Source: an optimization exercise on an open RTL-to-GDS flow (aim: small area). Production flows keep margins and buffers that such runs may drop.
Function was checked by simulation only, so behaviour that the tests miss may differ from the original.
Power and IR drop assume default switching activity.

Design dma_probe, start of the top module:
module dma_probe (ap_clk,ap_rst_n,s_axi_control_AWVALID,s_axi_control_AWREADY,s_axi_control_AWADDR,s_axi_control_WVALID,s_axi_control_WREADY,s_axi_control_WDATA,s_axi_control_WSTRB,s_axi_control_ARVALID,s_axi_control_ARREADY,s_axi_control_ARADDR,s_axi_control_RVALID,s_axi_control_RREADY,s_axi_control_RDATA,s_axi_control_RRESP,s_axi_control_BVALID,s_axi_control_BREADY,s_axi_control_BRESP,data_num,s0_axis_tdata,s0_axis_tvalid,s0_axis_tlast,s0_axis_tkeep,s0_axis_tready,s1_axis_tdata,s1_axis_tvalid,s1_axis_tlast,s1_axis_tkeep,s1_axis_tready,s2_axis_tdata,s2_axis_tvalid,s2_axis_tlast,s2_axis_tkeep,s2_axis_tready,s3_axis_tdata,s3_axis_tvalid,s3_axis_tlast,s3_axis_tkeep,s3_axis_tready,s4_axis_tdata,s4_axis_tvalid,s4_axis_tlast,s4_axis_tkeep,s4_axis_tready,s5_axis_tdata,s5_axis_tvalid,s5_axis_tlast,s5_axis_tkeep,s5_axis_tready,s6_axis_tdata,s6_axis_tvalid,s6_axis_tlast,s6_axis_tkeep,s6_axis_tready,s7_axis_tdata,s7_axis_tvalid,s7_axis_tlast,s7_axis_tkeep,s7_axis_tready,probe_axis_tdata,probe_axis_tvalid,probe_axis_tlast,probe_axis_tkeep,probe_axis_tready,m0_axis_tdata,m0_axis_tvalid,m0_axis_tlast,m0_axis_tkeep,m0_axis_tready,m1_axis_tdata,m1_axis_tvalid,m1_axis_tlast,m1_axis_tkeep,m1_axis_tready,m2_axis_tdata,m2_axis_tvalid,m2_axis_tlast,m2_axis_tkeep,m2_axis_tready,m3_axis_tdata,m3_axis_tvalid,m3_axis_tlast,m3_axis_tkeep,m3_axis_tready,m4_axis_tdata,m4_axis_tvalid,m4_axis_tlast,m4_axis_tkeep,m4_axis_tready,m5_axis_tdata,m5_axis_tvalid,m5_axis_tlast,m5_axis_tkeep,m5_axis_tready,m6_axis_tdata,m6_axis_tvalid,m6_axis_tlast,m6_axis_tkeep,m6_axis_tready,m7_axis_tdata,m7_axis_tvalid,m7_axis_tlast,m7_axis_tkeep,m7_axis_tready);
clock: 5.0 ns
lec_check: 0
cap_margin: 20
core_area: 5 5 245 245
die_area: 0 0 250 250
slew_margin: 20
standard.sh (not shown) runs the stock make flow with config.mk's settings and CLKGATE_MAP_FILE= SYNTH_SCRIPT=/design/flow/synth_recipe.tcl, a recipe that flattens the netlist after the stock synthesis.
==> flow/flow/run.sh <==
#!/bin/bash
# The standard layout (standard.sh, standard synthesis unchanged) with two changes:
#  - global placement buffers every input and output port with the smallest buffer,
#    sky130_fd_sc_hd__buf_1, rather than the resizer's default pick;
#  - clock tree synthesis uses clkbuf_8 leaf clusters of at most 16 sinks within 50 um
#    and no dummy loads. The tree is still balanced for the registers it drives.
set -euo pipefail
export BUFFER_PORTS_ARGS="-buffer_cell sky130_fd_sc_hd__buf_1"
export CTS_ARGS="-sink_clustering_enable -repair_clock_nets -dont_use_dummy_load -sink_clustering_size 22 -sink_clustering_max_diameter 100 -buf_list sky130_fd_sc_hd__clkbuf_16"
bash standard.sh synth > synth.log 2>&1
bash standard.sh finish > layout.log 2>&1
Rerun with:
==> flow/flow/run.sh (replaced) <==
#!/bin/bash
set -euo pipefail
export BUFFER_PORTS_ARGS="-buffer_cell sky130_fd_sc_hd__buf_1"
export CTS_ARGS="-sink_clustering_enable -repair_clock_nets -dont_use_dummy_load -sink_clustering_size 16 -sink_clustering_max_diameter 50 -buf_list sky130_fd_sc_hd__clkbuf_8"
bash standard.sh synth > synth.log 2>&1
bash standard.sh finish > layout.log 2>&1
Settings changed: CORE_AREA 5 5 245 245 to 5 5 175 175, DIE_AREA 0 0 250 250 to 0 0 180 180.
Outcome: With this change the flow failed in I/O pin placement (3_2_place_iop), error PPL-0024. Synthesized area does not change. Synthesized cell count does not change.
Rerun with:
==> flow/flow/run.sh (replaced) <==
#!/bin/bash
set -euo pipefail
export BUFFER_PORTS_ARGS="-buffer_cell sky130_fd_sc_hd__buf_1"
export CTS_ARGS="-sink_clustering_enable -repair_clock_nets -dont_use_dummy_load -sink_clustering_size 28 -sink_clustering_max_diameter 80 -buf_list sky130_fd_sc_hd__clkbuf_16"
bash standard.sh synth > synth.log 2>&1
bash standard.sh finish > layout.log 2>&1
Settings changed: CORE_AREA 5 5 175 175 to 5 5 245 245, DIE_AREA 0 0 180 180 to 0 0 250 250.
What happened:
- The new run produced a clean layout
- synthesized area stays the same
- synthesized cell count is unchanged
Rerun with:
==> flow/flow/run.sh (replaced) <==
#!/bin/bash
set -euo pipefail
export BUFFER_PORTS_ARGS="-buffer_cell sky130_fd_sc_hd__buf_1"
export CTS_ARGS="-sink_clustering_enable -repair_clock_nets -dont_use_dummy_load -sink_clustering_size 20 -sink_clustering_max_diameter 60 -buf_list sky130_fd_sc_hd__clkbuf_8"
bash standard.sh synth > synth.log 2>&1
bash standard.sh finish > layout.log 2>&1
Outcome: Total power falls by a few percent; area after synthesis does not change; combinational power hardly moves; routed wire length is about the same; utilization is lower by 0.24 points; cell count came out higher slightly; global-route usage goes up by 0.13 points; clock power fell by roughly a tenth; synthesized cell count does not change; critical path depth does not change; register-to-register slack is better by 0.05 ns.
Rerun with:
==> flow/flow/run.sh (replaced) <==
#!/bin/bash
set -euo pipefail
export BUFFER_PORTS_ARGS="-buffer_cell sky130_fd_sc_hd__buf_1"
export CTS_ARGS="-sink_clustering_enable -repair_clock_nets -dont_use_dummy_load -sink_clustering_size 16 -sink_clustering_max_diameter 50 -buf_list sky130_fd_sc_hd__clkbuf_8"
bash standard.sh synth > synth.log 2>&1
bash standard.sh finish > layout.log 2>&1
Settings changed: CORE_AREA 5 5 245 245 to 5 5 155 155, DIE_AREA 0 0 250 250 to 0 0 160 160.
=> Now the flow failed in I/O pin placement (3_2_place_iop) on PPL-0024. Area after synthesis does not change. Synthesized cell count is unchanged.
Rerun with:
==> flow/flow/run.sh (replaced) <==
#!/bin/bash
# The standard layout (standard.sh, standard synthesis unchanged) with two changes:
#  - global placement buffers every input and output port with the smallest buffer,
#    sky130_fd_sc_hd__buf_1, rather than the resizer's default pick;
#  - clock tree synthesis uses clkbuf_8 leaf clusters of at most 16 sinks within 50 um
#    and no dummy loads. The tree is still balanced for the registers it drives.
set -euo pipefail
export BUFFER_PORTS_ARGS="-buffer_cell sky130_fd_sc_hd__buf_1"
export CTS_ARGS="-sink_clustering_enable -repair_clock_nets -dont_use_dummy_load -sink_clustering_size 16 -sink_clustering_max_diameter 80 -buf_list sky130_fd_sc_hd__clkbuf_8"
bash standard.sh synth > synth.log 2>&1
bash standard.sh finish > layout.log 2>&1
Settings changed: CORE_AREA 5 5 155 155 to 5 5 245 245, DIE_AREA 0 0 160 160 to 0 0 250 250, PLACE_DENSITY from default to 0.9.
With this change the flow completed without violations. Area after synthesis is unchanged. Synthesized cell count does not change.

port drivers added, routing unchanged:
The flow's constraints put no driver on any port. The routed layouts listed below were extracted and timed again, unchanged, in two steps. Step 1 (the two cells are an assumption about what drives the block):
set clk [get_ports {ap_clk}]
set_driving_cell -lib_cell sky130_fd_sc_hd__clkbuf_16 $clk
set_driving_cell -lib_cell sky130_fd_sc_hd__buf_2 [delete_from_list [all_inputs] $clk]
Step 2 moves the port delays by t, midway between the first and last clock arrival at a register: inputs arrive t later, outputs are due t later. That takes back most of the time a late clock gives input paths. Slacks: ideal / step 1 / step 2; pairs: ideal / step 1.
run | t, ns | slack for setup (ns) | worst hold slack (ns) | clock arrival spread, ns | pins driven straight from the clock port
the first run | 0.607 | 1.881 / 1.881 / 1.821 | 0.410 / 0.410 / 0.410 | 0.046 / 0.046 | 1
the third run | 0.624 | 1.828 / 1.828 / 1.812 | 0.483 / 0.450 / 0.506 | 0.074 / 0.074 | 1
the fourth run | 0.634 | 1.879 / 1.879 / 1.831 | 0.443 / 0.434 / 0.443 | 0.111 / 0.112 | 1
the sixth run | 0.630 | 1.664 / 1.664 / 1.664 | 0.456 / 0.457 / 0.499 | 0.094 / 0.094 | 1
After both steps setup and hold are still met in every run listed. For the first run, which loses most, drivers alone change the setup slack by 0.000 ns; drivers and shift together by -0.060 ns.
